What follows belongs to an exercise in optimizing a design on an open flow for small area; a production flow would make more cautious choices.
The RTL was checked by simulation tests, not by an equivalence proof against the original design.
Power figures rest on the tool's default switching activity, not on a simulated workload.

==> flow/design.v (outline; a module is shown in full before it is edited, if it fits) <==
// module RX_UDP: 509 lines
// module TX_UDP: 660 lines
// module ETH_TOP: 289 lines
module ETH_TOP#(
		parameter FPGA_MAC         = 48'h00D0_0800_0002,
		parameter FPGA_IP          = 32'hC0A8_006E,
	    parameter FPGA_DP          = 16'd8080,
	    parameter FPGA_SP          = 16'd8080,
	    parameter C_AXI_ID_WIDTH       = 4,         
	    parameter C_AXI_ADDR_WIDTH     = 32,        
	    parameter C_AXI_DATA_WIDTH     = 64,        
	    parameter C_AXI_NBURST_SUPPORT = 1'b0,      
	    parameter C_AXI_BURST_TYPE     = 2'b00,     
	    parameter WATCH_DOG_WIDTH      = 12,   		 
	    parameter FLAG_MOTOR           =   32'hE1EC_0C0D,
	    parameter FLAG_AD              =   32'hAD86_86DA,
	    parameter FLAG_ETHLOOP         =   32'hEEBA_EEBA,
	    parameter C_ADDR_SUMOFFSET     =   32'h0000_1000,
	    parameter C_ADDR_MOTOR2ETH     =   32'h0000_0000,
	    parameter C_ADDR_AD2ETH        =   32'h1000_0000,
	    parameter C_ADDR_ETHLOOP       =   32'h2000_0000,
	    parameter C_ADDR_ETH2MOTOR     =   32'hE000_0000,
	    parameter C_ADDR_ETH2AD        =   32'hF000_0000           
    )
	(
	    input   sys_clk,
	    input   sys_rst,   
	   	input                               maxi_wready,  
	   	output [C_AXI_ID_WIDTH-1:0]         maxi_wid,     
	   	output [C_AXI_ADDR_WIDTH-1:0]       maxi_waddr,   
	   	output [7:0]                        maxi_wlen,    
	   	output [2:0]                        maxi_wsize,   
	   	output [1:0]                        maxi_wburst,  
	   	output [1:0]                        maxi_wlock,   
  // ...
==> flow/run.sh <==
#!/bin/bash
# synth_recipe.tcl (not shown) runs the flow's synth.tcl, then flattens the netlist and writes it again
# the make line also repeats each setting of config.mk as NAME=value (left out here)
make -C /OpenROAD-flow-scripts/flow DESIGN_CONFIG=/design/flow/config.mk WORK_HOME=/design/flow/orfs CLKGATE_MAP_FILE= SYNTH_SCRIPT=/design/flow/synth_recipe.tcl finish
==> flow/config.mk <==
export PLATFORM = sky130hd
export DESIGN_NAME = ETH_TOP
export DESIGN_NICKNAME = ETH_TOP
export VERILOG_FILES = /design/flow/design.v
export SDC_FILE = /design/flow/constraint.sdc
export NUM_CORES = 4
export LEC_CHECK = 0
export ABC_CLOCK_PERIOD_IN_PS = 1000000
export CAP_MARGIN = 20
export CORE_MARGIN = 2
export CORE_UTILIZATION = 65
export PLACE_DENSITY = 0.75
export SLEW_MARGIN = 20
==> flow/constraint.sdc <==
create_clock -name core_clock -period 8.0 [get_ports {sys_clk}]
set_input_delay 1.6000 -clock core_clock [delete_from_list [all_inputs] [get_ports {sys_clk}]]
set_output_delay 1.6000 -clock core_clock [all_outputs]
set_load 0.01 [all_outputs]
==> impl_results.md, run 1 <==
- Outcome: no timing/DRC/antenna violations
- Crit end category: flop
- Post-cts repair resize count: 0
- Clock Buffer Count: 115
- DP HPWL: 106000 µm
- Synth area leaders: edfxtp_1 23%, dfxtp_1 18%, ha_1 7.0%
- Period utilization: 0.818
- Synth Area in XOR/XNOR: 0.0621
- Lkg Pwr: 0.0193 µW
- Worst hold path depth: 2
- Worst Path Required: 8.58 ns
- Sequential cell count: 770
- Vias post-DR: 40400
- Buf/Inv on CP: 1
- Worst Setup EP: inst_TX_UDP.udpcks_sum[16]
- Sw power: 2700 µW
- Depth of the CTS H-tree: 3
- Gr busiest metal: met2
- Cell Area, Synth: 0.0462 mm²
- First-pass GRT wire length: 221000 µm
- Initial antenna violation count: 8
- Antenna Nets Post-Route: 0
- Top cell type's share of synthesized area: 0.229
- Top-count cell post-synth: nand2_1
- Hold crit path type: flop to flop
- M2 GR Usage: 0.594
- Most common cell after layout, fill and taps aside: nand2_1
- Die height: 271 µm
- Largest family of logic cells by synthesized area: compound AO/OA/AOI/OAI gates
- Place WS: 1.59 ns
- Max Freq: 153 MHz
- Top cell by count, worst path: o21a_1
- Worst-path clk slew: 0.06 ns
- Post-synth top cells: 660 x nand2_1, 436 x a21oi_1, 432 x nor2_1
- Compound-gate portion of the synthesized area: 0.191
- RSZ-0062 raised after global routing: false
==> run 2, diff against run 1 <==
==> flow/flow/run.sh (new file) <==
#!/bin/bash
# Standard synthesis, then the combinational logic re-mapped for area (registers untouched),
# then the standard layout from floorplan to finish.
set -euo pipefail
W=$(pwd)
R=$W/orfs/results/sky130hd/ETH_TOP/base
YOSYS=$FLOW_HOME/../tools/install/yosys/bin/yosys
bash standard.sh synth > $W/standard_synth.log 2>&1
cp $R/1_2_yosys.v $W/std_1_2_yosys.v
RS_LIB=$FLOW_HOME/platforms/sky130hd/lib/sky130_fd_sc_hd__tt_025C_1v80.lib \
RS_DONTUSE=$W/flow/dontuse.txt RS_IN=$W/std_1_2_yosys.v RS_OUT=$W/rs_1_2_yosys.v \
RS_SCRIPT=$W/flow/rs.abc $YOSYS -c $W/flow/resynth.tcl > $W/resynth.log 2>&1
cp $W/rs_1_2_yosys.v $R/1_2_yosys.v
rm -f $R/1_synth.odb $R/1_synth.sdc
bash standard.sh > $W/standard_layout.log 2>&1
==> flow/flow/dontuse.txt (new file) <==
-dont_use sky130_fd_sc_hd__lpflow_bleeder_1 -dont_use sky130_fd_sc_hd__lpflow_clkbufkapwr_1 -dont_use sky130_fd_sc_hd__lpflow_clkbufkapwr_16 -dont_use sky130_fd_sc_hd__lpflow_clkbufkapwr_2 -dont_use sky130_fd_sc_hd__lpflow_clkbufkapwr_4 -dont_use sky130_fd_sc_hd__lpflow_clkbufkapwr_8 -dont_use sky130_fd_sc_hd__lpflow_clkinvkapwr_1 -dont_use sky130_fd_sc_hd__lpflow_clkinvkapwr_16 -dont_use sky130_fd_sc_hd__lpflow_clkinvkapwr_2 -dont_use sky130_fd_sc_hd__lpflow_clkinvkapwr_4 -dont_use sky130_fd_sc_hd__lpflow_clkinvkapwr_8 -dont_use sky130_fd_sc_hd__lpflow_decapkapwr_12 -dont_use sky130_fd_sc_hd__lpflow_decapkapwr_3 -dont_use sky130_fd_sc_hd__lpflow_decapkapwr_4 -dont_use sky130_fd_sc_hd__lpflow_decapkapwr_6 -dont_use sky130_fd_sc_hd__lpflow_decapkapwr_8 -dont_use sky130_fd_sc_hd__lpflow_inputiso0n_1 -dont_use sky130_fd_sc_hd__lpflow_inputiso0p_1 -dont_use sky130_fd_sc_hd__lpflow_inputiso1n_1 -dont_use sky130_fd_sc_hd__lpflow_inputiso1p_1 -dont_use sky130_fd_sc_hd__lpflow_inputisolatch_1 -dont_use sky130_fd_sc_hd__lpflow_isobufsrc_1 -dont_use sky130_fd_sc_hd__lpflow_isobufsrc_16 -dont_use sky130_fd_sc_hd__lpflow_isobufsrc_2 -dont_use sky130_fd_sc_hd__lpflow_isobufsrc_4 -dont_use sky130_fd_sc_hd__lpflow_isobufsrc_8 -dont_use sky130_fd_sc_hd__lpflow_isobufsrckapwr_16 -dont_use sky130_fd_sc_hd__lpflow_lsbuf_lh_hl_isowell_tap_1 -dont_use sky130_fd_sc_hd__lpflow_lsbuf_lh_hl_isowell_tap_2 -dont_use sky130_fd_sc_hd__lpflow_lsbuf_lh_hl_isowell_tap_4 -dont_use sky130_fd_sc_hd__lpflow_lsbuf_lh_isowell_4 -dont_use sky130_fd_sc_hd__lpflow_lsbuf_lh_isowell_tap_1 -dont_use sky130_fd_sc_hd__lpflow_lsbuf_lh_isowell_tap_2 -dont_use sky130_fd_sc_hd__lpflow_lsbuf_lh_isowell_tap_4 -dont_use sky130_fd_sc_hd__probe_p_8 -dont_use sky130_fd_sc_hd__probec_p_8 
==> flow/flow/resynth.tcl (new file) <==
# Re-map the combinational logic of the standard synthesis netlist with ABC.
# The flip-flops (and tie cells) are kept as they are: same instances, names and cell types.
yosys -import
set lib $::env(RS_LIB)
set dont [string trim [read [open $::env(RS_DONTUSE)]]]
read_liberty -ignore_miss_func $lib
read_verilog $::env(RS_IN)
hierarchy -top ETH_TOP
setattr -mod -set keep_hierarchy 1 sky130_fd_sc_hd__*df* sky130_fd_sc_hd__*dl* sky130_fd_sc_hd__conb_1
setattr -set keep 1 t:sky130_fd_sc_hd__*df* t:sky130_fd_sc_hd__*dl*
flatten
hierarchy -top ETH_TOP
blackbox sky130_fd_sc_hd__*df* sky130_fd_sc_hd__*dl* sky130_fd_sc_hd__conb_1
select -clear
tee -o $::env(RS_OUT).pre.stat stat -liberty $lib
eval abc -script $::env(RS_SCRIPT) -liberty $lib {*}$dont
opt_clean -purge
insbuf -buf sky130_fd_sc_hd__buf_4 A X
opt_clean -purge
tee -o $::env(RS_OUT).stat stat -liberty $lib
write_verilog -noattr -nohex -nodec $::env(RS_OUT)
==> flow/flow/rs.abc (new file) <==
strash
dc2
&get -n
&dch -f
&nf -R 1000
&put
strash
dch -f
amap
==> flow/standard.sh (new file) <==
#!/bin/bash
# synth_recipe.tcl (not shown) runs the flow's synth.tcl, then flattens the netlist and writes it again
# the make line also repeats each setting of config.mk as NAME=value (left out here)
make -C /OpenROAD-flow-scripts/flow DESIGN_CONFIG=/design/flow/config.mk WORK_HOME=/design/flow/orfs CLKGATE_MAP_FILE= SYNTH_SCRIPT=/design/flow/synth_recipe.tcl "${@:-finish}"
removed: flow/run.sh
==> impl_results.md, run 2 <==
- Max-slew headroom: 0.154 (was 0.244)
- Clock tree buffer depth: 3 (unchanged)
- Fin crit period: 7.39 ns (was 6.55 ns)
- Total GRT Usage: 0.428 (was 0.386)
- Antenna Nets Post-Route: 0 (unchanged)
- Port-buffer cells: 226 (unchanged)
- Crit Path Max Fanout: 4 (was 21)
- CTS tree: built (unchanged)
- Crit end category: flop (unchanged)
- Worst ir drop on vdd: 0.000214 V (was 0.000207 V)
- Layout Cells excl Fill: 5899 (was 6300)
- Depth of the CTS H-tree: 3 (unchanged)
- Clock Sinks: 770 (unchanged)
- Routed len/inst: 23.9 µm (was 23.1 µm)
- Layout cells sized above 1: 0.0535 (was 0.0588)
- Period utilization: 0.923 (was 0.818)
- Lkg Pwr: 0.0153 µW (was 0.0193 µW)
- Final Slew Violations: 0 (unchanged)
- DR iter-0 viols: 5222 (was 4685)
- Starting Density: 0.654 (was 0.658)
- Synth warn: 2 (unchanged)
- Top cell by count, worst path: nor2_1 (was o21a_1)
- Area growth syn-to-layout: 13.8% (was 11.5%)
- Syn Area/Cell: 8.51 µm² (was 8.96 µm²)
- Cells after Synth: 4716 (was 5161)
- Root Buffer: clkbuf_16 (unchanged)
- Slew @ Worst Pin: 1.26 ns (was 1.13 ns)
- Sw frac: 0.298 (was 0.275)
- Outcome: no timing/DRC/antenna violations (unchanged)
- Largest net degree at the start of global routing: 89 (was 81)
- Drt total wl: 141000 µm (was 146000 µm)
- Worst Path Required: 8.51 ns (was 8.58 ns)
- Commonest cells after routing, fill and taps aside: 872 x nor2_1, 452 x clkinv_1, 417 x dfxtp_1, 379 x o21ai_0, 369 x a21oi_1 (was 660 x nand2_1, 435 x a21oi_1, 429 x nor2_1, 415 x dfxtp_1, 352 x edfxtp_1)
- Post-DR vias/cell: 6.59 (was 6.42)
- P_int: 6680 µW (was 7120 µW)
- Global placement routability congestion: 1.05 (was 1.01)
- Placed cell count: 5742 (was 6144)
- First-pass GRT wire length: 207000 µm (was 221000 µm)
- Initial antenna violation count: 15 (was 8)
- Clk latency of the worst-skew pair: 0.68 ns (was 0.69 ns)
- Final Hold Fails: 0 (unchanged)
- Placed inst area: 0.0428 mm² (was 0.0485 mm²)
- Reg with most FFs: inst_TX_UDP.eth_loop_data (unchanged)
- # Max-Cap Violations: 0 (unchanged)
- Final-report setup violation count: 0 (unchanged)
- Pwr/cell area: 208 mW/mm² (was 190 mW/mm²)
- Core ar.: 0.0614 mm² (was 0.0703 mm²)
- Largest register FFs: 128 (unchanged)
- Skew final: 0.0535 ns (was 0.0645 ns)
- Die height: 253 µm (was 271 µm)
- Place WS: -0.0756 ns (was 1.59 ns)
- Sw power: 2840 µW (was 2700 µW)
- First-pass DRT Iterations: 6 (was 7)
- Cell Area, Synth: 0.0401 mm² (was 0.0462 mm²)
- Vias post-DR: 38900 (was 40400)
- Remaining global-route overflow: 0 (unchanged)
- Nets: 5333 (was 5857)
- Max Freq: 135 MHz (was 153 MHz)
- Cell row count: 91 (was 97)
- CP max stage cell: o21ai_1 (was dfxtp_1)
- Top-level I/O count: 594 (unchanged)
- Top Registers: inst_TX_UDP.eth_loop_data (128), inst_RX_UDP.rx_wd_wdata (64), inst_RX_UDP.wd_wdata (64) (unchanged)
- Clock power share: 0.402 (was 0.425)
- DP HPWL: 101000 µm (was 106000 µm)
- Worst-path clk slew: 0.07 ns (was 0.06 ns)
- Most common cell after layout, fill and taps aside: nor2_1 (was nand2_1)
- Critical Path Start Type: flop (unchanged)
- Setup ws final: 0.615 ns (was 1.45 ns)
- Cts bufs inserted: 79 (was 83)
- CP Data Arrival Time: 7.90 ns (was 7.13 ns)
- Hold crit path type: flop to flop (unchanged)
- Die W: 253 µm (was 271 µm)
- CP Class: flop to flop (unchanged)
- CP max stage delay: 0.69 ns (was 0.72 ns)
- Die Area: 0.0638 mm² (was 0.0733 mm²)
- Reg power frac: 0.447 (was 0.435)
- Design Area, Final: 0.0457 mm² (was 0.0516 mm²)
- Combinational power share: 0.151 (was 0.140)
- Vias in the first global route: 35400 (was 37400)
- DRC: 0 (unchanged)
run 2: power by group through the flow:
stage / clock network [µW] / registers [µW] / logic (µW)
3_5_place_dp: 0 / 4330 / 1370
4_1_cts: 3810 / 4250 / 1380
2_1_floorplan: 0 / 4300 / 915
6_report: 3820 / 4250 / 1440
5_1_grt: 3960 / 4260 / 1530
3_3_place_gp: 0 / 4330 / 1350
run 2: repair_timing:
| item | CTS | global route |
|---|---|---|
| setup buffers | 0 | 2 |
| setup endpoints to repair | 2 | 15 |
| hold buffers | 0 | 0 |
| resized for setup | 2 | 50 |
| pin swaps | 0 | 4 |
run 2: stage by stage:
step           TNS, ns  power [µW]   util  hold WS [ns]
2_1_floorplan        0        5220      -         0.415
3_3_place_gp         0        5690  0.698         0.422
3_5_place_dp   -0.0764        5700  0.698         0.429
4_1_cts              0        9440  0.741         0.443
5_1_grt         -0.138        9750  0.744         0.455
6_report             0        9510  0.744         0.446
run 2: path summary, 6_finish.rpt:
kind | start | endpoint | slack (ns) | depth (start not counted)
hold / removal | inst_TX_UDP.o_rgmii_data[2] | inst_TX_UDP.o_rgmii_data[2] | 0.45 | 2
setup / recovery | inst_RX_UDP.o_pc_ip[17] | inst_TX_UDP.udpcks_sum[19] | 0.61 | 41
hold reg to reg | inst_TX_UDP.o_rgmii_data[2] | inst_TX_UDP.o_rgmii_data[2] | 0.45 | 2
setup reg to reg | inst_RX_UDP.o_pc_ip[17] | inst_TX_UDP.udpcks_sum[19] | 0.61 | 41
run 2: metal layers:
layer | share of wire | track usage | up-vias | routed length (µm)
li1 | - | - | 17600 | -
met1 | 0.36 | 0.526 | 18000 | 51100
met2 | 0.44 | 0.668 | 2588 | 62500
met3 | 0.12 | 0.118 | 622 | 17400
met4 | 0.069 | 0.268 | 18 | 9720
met5 | 0.00087 | 0 | - | 122
run 2: final cells by class:
| class | count | area, µm² |
|---|---|---|
| clock buffers | 101 | 2120 |
| multi-input cells | 3406 | 18300 |
| diodes | 7 | 17.5 |
| flip-flops and latches | 770 | 18900 |
| repair buffers | 333 | 3060 |
| well taps | 790 | 988 |
| inverters | 445 | 1670 |
| fillers | 4384 | 15700 |
| clock inverters | 47 | 554 |
run 2: critical path: cells and delay by family, from the launching register on:
kind	cells	cell delay, ns
AND/OR/NAND/NOR	13	1.76
buffers and inverters	5	0.79
flip-flops	1	0.34
AO/OA/AOI/OAI	23	4.36
==> run 3, diff against run 2 <==
--- a/flow/config.mk
+++ b/flow/config.mk
@@ -9,5 +9,6 @@
 export CAP_MARGIN = 20
 export CORE_MARGIN = 2
 export CORE_UTILIZATION = 65
+export CTS_BUF_LIST = sky130_fd_sc_hd__clkbuf_4
 export PLACE_DENSITY = 0.75
 export SLEW_MARGIN = 20
==> impl_results.md, run 3 <==
- Design Area, Final: 0.0456 mm² (was 0.0457 mm²)
- Slew @ Worst Pin: 1.28 ns (was 1.26 ns)
- Die W: 253 µm (unchanged)
- CTS tree: built (unchanged)
- Largest net degree at the start of global routing: 89 (unchanged)
- Layout cells sized above 1: 0.0857 (was 0.0535)
- Antenna Nets Post-Route: 0 (unchanged)
- Pwr/cell area: 201 mW/mm² (was 208 mW/mm²)
- Clk latency of the worst-skew pair: 1.13 ns (was 0.68 ns)
- Reg2Reg Capture Point: inst_TX_UDP.udpcks_sum[19] (unchanged)
- Multi-input logic area: 0.0183 mm² (about the same)
- Nets: 5443 (was 5333)
- Vias post-DR: 39300 (was 38900)
- Core Util, Final: 0.742 (was 0.744)
- Reg with most FFs: inst_TX_UDP.eth_loop_data (unchanged)
- Top Registers: inst_TX_UDP.eth_loop_data (128), inst_RX_UDP.rx_wd_wdata (64), inst_RX_UDP.wd_wdata (64) (unchanged)
- Top-level I/O count: 594 (unchanged)
- Max-slew headroom: 0.136 (was 0.154)
- Lkg Pwr: 0.0155 µW (was 0.0153 µW)
- Worst Hold End: inst_TX_UDP.o_rgmii_data[2] (unchanged)
- Clock tree buffer depth: 3 (unchanged)
- Cts bufs inserted: 189 (was 79)
- Worst ir drop on vdd: 0.000255 V (was 0.000214 V)
- Syn Area/Cell: 8.51 µm² (unchanged)
- First-pass GRT wire length: 206000 µm (was 207000 µm)
- Routed len/inst: 22.7 µm (was 23.9 µm)
- Post-DR vias/cell: 6.42 (was 6.59)
- R2r startpoint: inst_RX_UDP.o_pc_ip[17] (unchanged)
- CP Data Arrival Time: 8.42 ns (was 7.90 ns)
- Worst Path Required: 9.03 ns (was 8.51 ns)
- Core ar.: 0.0614 mm² (unchanged)
- Final Hold Fails: 0 (unchanged)
- Placed inst area: 0.0428 mm² (unchanged)
- Outcome: no timing/DRC/antenna violations (unchanged)
- DP HPWL: 101000 µm (unchanged)
- Worst-path clk slew: 0.06 ns (was 0.07 ns)
- Crit-path leading delay family: compound AO/OA/AOI/OAI gates (unchanged)
- Remaining global-route overflow: 0 (unchanged)
- Synth warn: 2 (unchanged)
- Crit end category: flop (unchanged)
- Area growth syn-to-layout: 13.5% (was 13.8%)
- Root Buffer: clkbuf_4 (was clkbuf_16)
- Die height: 253 µm (unchanged)
- Reg2reg path depth: 47 (was 41)
- # Max-Cap Violations: 0 (unchanged)
- Worst hold path depth: 2 (unchanged)
- Clock Sinks: 770 (unchanged)
- CP startpoint: inst_RX_UDP.o_pc_ip[17] (unchanged)
- Largest register FFs: 128 (unchanged)
- Total Power: 9150 µW (was 9510 µW)
- Fin crit period: 7.39 ns (about the same)
- R2R Setup Slk: 0.61 ns (about the same)
- Starting Density: 0.654 (unchanged)
- Critical Path Start Type: flop (unchanged)
- Hold Crit Start: inst_TX_UDP.o_rgmii_data[2] (unchanged)
- CP max stage cell: dfxtp_1 (was o21ai_1)
- Depth of the CTS H-tree: 4 (was 3)
- Register area: 0.0189 mm² (about the same)
- Initial antenna violation count: 17 (was 15)
- Total GRT Usage: 0.426 (was 0.428)
- Most common cell after layout, fill and taps aside: nor2_1 (unchanged)
- CP max stage delay: 0.39 ns (was 0.69 ns)
- First-pass DRT Iterations: 9 (was 6)
- Fillers: 4497 (was 4384)
- Period utilization: 0.923 (about the same)
- Global placement routability congestion: 1.05 (unchanged)
- Cell Area, Synth: 0.0401 mm² (unchanged)
- Buf/Inv on CP: 8 (was 5)
- Commonest cells after routing, fill and taps aside: 878 x nor2_1, 488 x clkinv_1, 416 x dfxtp_1, 380 x o21ai_0, 370 x a21oi_1 (was 872 x nor2_1, 452 x clkinv_1, 417 x dfxtp_1, 379 x o21ai_0, 369 x a21oi_1)
- DRC: 0 (unchanged)
- Port-buffer cells: 226 (unchanged)
- Final Slew Violations: 0 (unchanged)
- Crit Path Max Fanout: 4 (unchanged)
- Skew final: 0.0794 ns (was 0.0535 ns)
- Die Area: 0.0638 mm² (unchanged)
- DR iter-0 viols: 4997 (was 5222)
- Hold crit path type: flop to flop (unchanged)
- Vias in the first global route: 36000 (was 35400)
- Drt total wl: 139000 µm (was 141000 µm)
- Cell row count: 91 (unchanged)
- Final-report setup violation count: 0 (unchanged)
- Top cell by count, worst path: nor2_1 (unchanged)
- Cells after Synth: 4716 (unchanged)
- CP Class: flop to flop (unchanged)
- Max Freq: 135 MHz (about the same)
==> run 3: changes by cell type in the layout (fill, tap and decap cells not counted), sizes merged <==
| cell | change |
|---|---|
| clkbuf | +180 |
| bufinv | -4 |
| clkinv | +32 |
| inv | +5 |
| diode | +4 |
| clkinvlp | -6 |
==> run 3: worst min-delay path, delay by kind of cell, from the launching register on <==
kind,cells,cell delay [ns]
AOI/OAI and AO/OA,1,0.05
buffers and inverters,1,0.04
DFF,1,0.31
==> run 3: routing by layer <==
| metal | up-vias | track usage | wire (µm) |
|---|---|---|---|
| met5 | - | 0 | 133 |
| met3 | 607 | 0.136 | 17700 |
| met2 | 2655 | 0.654 | 61300 |
| met4 | 16 | 0.269 | 9370 |
| met1 | 18000 | 0.520 | 50300 |
| li1 | 18000 | - | - |
==> run 3: worst max-delay path by stage <==
stage	end	cells after the start
detailed placement	inst_TX_UDP.udpcks_sum[16]	51
CTS	inst_TX_UDP.udpcks_sum[16]	51
finish	inst_TX_UDP.udpcks_sum[19]	47
global route	inst_TX_UDP.udpcks_sum[19]	48
floorplan	inst_TX_UDP.udpcks_sum[16]	52
global placement	inst_TX_UDP.udpcks_sum[16]	51
==> run 3: area by class of cell <==
cell class | instances | area share
sequential | 770 | 0.416
multi-input combinational | 3406 | 0.402
timing repair buffer | 333 | 0.0672
clock buffer | 281 | 0.0463
inverter | 445 | 0.0367
tap | 790 | 0.0217
clock inverter | 74 | 0.0103
antenna | 11 | 0.000604
==> run 3: power breakdown <==
group          total (µW)  internal (µW)  switching (µW)
logic                1430            395            1030
registers            4250           4170            83.7
clock network        3480           1720            1760
total                9150           6280            2870
==> run 3: per-stage QoR <==
| stage | hold slack [ns] | setup slack [ns] | std cells | setup TNS (ns) |
|---|---|---|---|---|
| 2_1_floorplan | 0.415 | 0.0668 | 4906 | 0 |
| 3_3_place_gp | 0.422 | 0.201 | 5742 | 0 |
| 3_5_place_dp | 0.429 | -0.0756 | 5742 | -0.0764 |
| 4_1_cts | 0.448 | 0.0332 | 6097 | 0 |
| 5_1_grt | 0.462 | -0.0540 | 6102 | -0.146 |
| 6_report | 0.445 | 0.612 | 6110 | 0 |
==> run 3: what timing repair did <==
action,CTS,global route
pin swaps,0,5
resized for setup,1,41
setup endpoints to repair,1,11
hold buffers,0,0
setup buffers,0,2
hold endpoints to repair,0,0
==> run 4, diff against run 3 <==
--- a/flow/flow/run.sh
+++ b/flow/flow/run.sh
@@ -12,4 +12,5 @@
 RS_SCRIPT=$W/flow/rs.abc $YOSYS -c $W/flow/resynth.tcl > $W/resynth.log 2>&1
 cp $W/rs_1_2_yosys.v $R/1_2_yosys.v
 rm -f $R/1_synth.odb $R/1_synth.sdc
-bash standard.sh > $W/standard_layout.log 2>&1
+# ports get the smallest buffer cell
+bash standard.sh "BUFFER_PORTS_ARGS=-buffer_cell sky130_fd_sc_hd__buf_1" finish > $W/standard_layout.log 2>&1
==> flow/flow/rs.abc (replaced) <==
strash
dc2
&get -n
&dch -f
&nf -R 1000
&put
strash
dch -f
amap
strash
dch -f
amap
==> impl_results.md, run 4 <==
- Outcome: no timing/DRC/antenna violations (unchanged)
- Slew @ Worst Pin: 1.03 ns (was 1.28 ns)
- Hold Buf Count CTS: 0 (unchanged)
- Period utilization: 0.900 (was 0.923)
- DR iter-0 viols: 5515 (was 4997)
- CP max stage delay: 0.34 ns (was 0.39 ns)
- Clk latency of the worst-skew pair: 1.12 ns (was 1.13 ns)
- Crit end category: flop (unchanged)
- Root Buffer: clkbuf_4 (unchanged)
- Total GRT Usage: 0.419 (was 0.426)
- Area growth syn-to-layout: 9.57% (was 13.5%)
- Post-Route Setup TNS: 0 ns (unchanged)
- Cells after Synth: 4791 (was 4716)
- DP HPWL: 98600 µm (was 101000 µm)
- Post-DR vias/cell: 6.30 (was 6.42)
- Die W: 251 µm (was 253 µm)
- Top cell by count, worst path: nor2_1 (unchanged)
- Clock Sinks: 770 (unchanged)
- CP Class: flop to flop (unchanged)
- Max Freq: 139 MHz (was 135 MHz)
- Top-level I/O count: 594 (unchanged)
- Global placement routability congestion: 1.04 (was 1.05)
- Starting Density: 0.658 (was 0.654)
- Final-report setup violation count: 0 (unchanged)
- CTS tree: built (unchanged)
- Clock tree buffer depth: 3 (unchanged)
- # Max-Cap Violations: 0 (unchanged)
- Layout Cells excl Fill: 6158 (was 6110)
- Hold_ws: 0.453 ns (was 0.445 ns)
- Worst ir drop on vdd: 0.000228 V (was 0.000255 V)
- Largest net degree at the start of global routing: 81 (was 89)
- Largest register FFs: 128 (unchanged)
- Fin crit period: 7.20 ns (was 7.39 ns)
- Sw power: 2840 µW (was 2870 µW)
- Routed len/inst: 22.0 µm (was 22.7 µm)
- P_int: 6210 µW (was 6280 µW)
- Cts bufs inserted: 189 (unchanged)
- Cell row count: 90 (was 91)
- Vias post-DR: 38800 (was 39300)
- Initial antenna violation count: 24 (was 17)
- Top Registers: inst_TX_UDP.eth_loop_data (128), inst_RX_UDP.rx_wd_wdata (64), inst_RX_UDP.wd_wdata (64) (unchanged)
- Final Slew Violations: 0 (unchanged)
- First-pass GRT wire length: 201000 µm (was 206000 µm)
- DRC: 0 (unchanged)
- CP Data Arrival Time: 8.24 ns (was 8.42 ns)
- Max-slew headroom: 0.296 (was 0.136)
- Sw frac: 0.314 (about the same)
- Placed cell count: 5795 (was 5742)
- Critical Path Start Type: flop (unchanged)
- Port-buffer cells: 226 (unchanged)
- Antenna Nets Post-Route: 0 (unchanged)
- Combinational power share: 0.163 (was 0.156)
- Core ar.: 0.0605 mm² (was 0.0614 mm²)
- Worst-path clk slew: 0.07 ns (was 0.06 ns)
- Depth of the CTS H-tree: 4 (unchanged)
- Crit Path Max Fanout: 4 (unchanged)
- Drt total wl: 136000 µm (was 139000 µm)
- Layout cells sized above 1: 0.0808 (was 0.0857)
- First-pass DRT Iterations: 7 (was 9)
- Pwr/cell area: 208 mW/mm² (was 201 mW/mm²)
- Remaining global-route overflow: 0 (unchanged)
- Nets: 5504 (was 5443)
- Skew final: 0.0751 ns (was 0.0794 ns)
- Cell Area, Synth: 0.0398 mm² (was 0.0401 mm²)
- Commonest cells after routing, fill and taps aside: 1043 x nor2_1, 434 x clkinv_1, 416 x dfxtp_1, 366 x nand2_1, 366 x o21ai_0 (was 878 x nor2_1, 488 x clkinv_1, 416 x dfxtp_1, 380 x o21ai_0, 370 x a21oi_1)
- Lkg Pwr: 0.0149 µW (was 0.0155 µW)
- Hold crit path type: flop to flop (unchanged)
- Final Hold Fails: 0 (unchanged)
- Setup ws final: 0.800 ns (was 0.612 ns)
- Reg with most FFs: inst_TX_UDP.eth_loop_data (unchanged)
- Synth warn: 2 (unchanged)
- Most common cell after layout, fill and taps aside: nor2_1 (unchanged)
- CP max stage cell: a2111oi_2 (was dfxtp_1)
- Vias in the first global route: 34700 (was 36000)
- Die Area: 0.0632 mm² (was 0.0638 mm²)
- Syn Area/Cell: 8.30 µm² (was 8.51 µm²)
- Worst Path Required: 9.04 ns (was 9.03 ns)
- Die height: 251 µm (was 253 µm)
- Clock power share: 0.370 (was 0.380)
- Place WS: 0.0354 ns (was -0.0756 ns)
- Reg power frac: 0.467 (was 0.464)
[run 4: cell type report]
cell class	count	area (µm²)
Multi-Input combinational cell	3527	18100
Antenna cell	20	50.0
Sequential cell	770	18900
Inverter	399	1500
Tap cell	782	978
Fill cell	4883	16900
Timing Repair Buffer	319	1550
Clock inverter	60	362
Clock buffer	281	2110
[run 4: worst paths after layout]
kind / slack [ns] / cells after the start / end / start
worst min-delay path: 0.45 / 1 / inst_TX_UDP.o_rgmii_data[1] / inst_TX_UDP.o_rgmii_data[1]
worst max register to register: 0.80 / 53 / inst_TX_UDP.udpcks_sum[14] / inst_TX_UDP.flag_data_sum[0]
worst max-delay path: 0.80 / 53 / inst_TX_UDP.udpcks_sum[14] / inst_TX_UDP.flag_data_sum[0]
worst min register to register: 0.45 / 1 / inst_TX_UDP.o_rgmii_data[1] / inst_TX_UDP.o_rgmii_data[1]
[run 4: routing by layer]
| layer | GRT usage | routed length [µm] | vias to the layer above |
|---|---|---|---|
| met2 | 0.634 | 59000 | 2533 |
| li1 | - | - | 18000 |
| met1 | 0.543 | 51200 | 17800 |
| met5 | 0 | 136 | - |
| met3 | 0.139 | 18700 | 462 |
| met4 | 0.203 | 6700 | 22 |
[run 4: power groups by stage]
stage	Sequential (µW)	Combinational (µW)	Clock (µW)
6_report	4230	1470	3340
5_1_grt	4230	1590	3550
4_1_cts	4230	1410	3350
3_5_place_dp	4310	1400	0
3_3_place_gp	4310	1390	0
2_1_floorplan	4310	1030	0
[run 4: repair_timing]
action | CTS | global route
setup endpoints to repair | 0 | 18
resized for setup | 0 | 44
buffers inserted | 0 | 2
[run 4: worst max-delay path: cells and delay by family, from the launching register on]
family / cells / cell delay, ns
simple gates: 23 / 2.44
flops: 1 / 0.33
compound gates: 28 / 4.13
buf+inv: 2 / 0.29
[run 4: stage by stage]
| stage | cell area (µm²) | power [µW] | util |
|---|---|---|---|
| 2_1_floorplan | 40500 | 5330 | - |
| 3_3_place_gp | 40900 | 5700 | 0.677 |
| 4_1_cts | 43400 | 8990 | 0.717 |
| 5_1_grt | 43500 | 9380 | 0.720 |
| 3_5_place_dp | 40900 | 5720 | 0.677 |
| 6_report | 43600 | 9050 | 0.721 |

## separate check: timing with driven ports
No port has a modelled driver above. Below, the same layouts with a new extraction and two added sets of constraints. Step 1 sets driving cells, clkbuf_16 on the clock port and buf_2 on the other inputs (assumed; they add their load-dependent delay and slew). Step 2, shift: input delay + t, output delay - t, t = (earliest + latest rising clock arrival at the registers) / 2. This alone moves slack from input paths to output paths. a / b / c = ideal / step 1 / step 2; a / b = the first two.
| run | t (ns) | setup WS [ns] | hold WS [ns] | latest minus earliest clock arrival (ns) | slew at the worst register clock pin (ns) |
|---|---|---|---|---|---|
| run 1 | 0.727 | 1.452 / 1.452 / 1.452 | 0.453 / 0.453 / 0.453 | 0.066 / 0.066 | 0.07 / 0.07 |
| run 2 | 0.726 | 0.615 / 0.615 / -0.051 | 0.446 / 0.446 / 0.446 | 0.057 / 0.056 | 0.07 / 0.07 |
| run 3 | 1.157 | 0.612 / 0.612 / -0.178 | 0.445 / 0.445 / 0.445 | 0.085 / 0.085 | 0.08 / 0.08 |
| run 4 | 1.148 | 0.800 / 0.800 / -0.145 | 0.453 / 0.453 / 0.453 | 0.078 / 0.078 | 0.08 / 0.08 |
With both steps, setup timing fails in run 2, run 3 and run 4, where it was met with ideal ports. The setup slack of run 4, which loses most, moves by 0.000 ns with the drivers and by -0.945 ns with both steps.
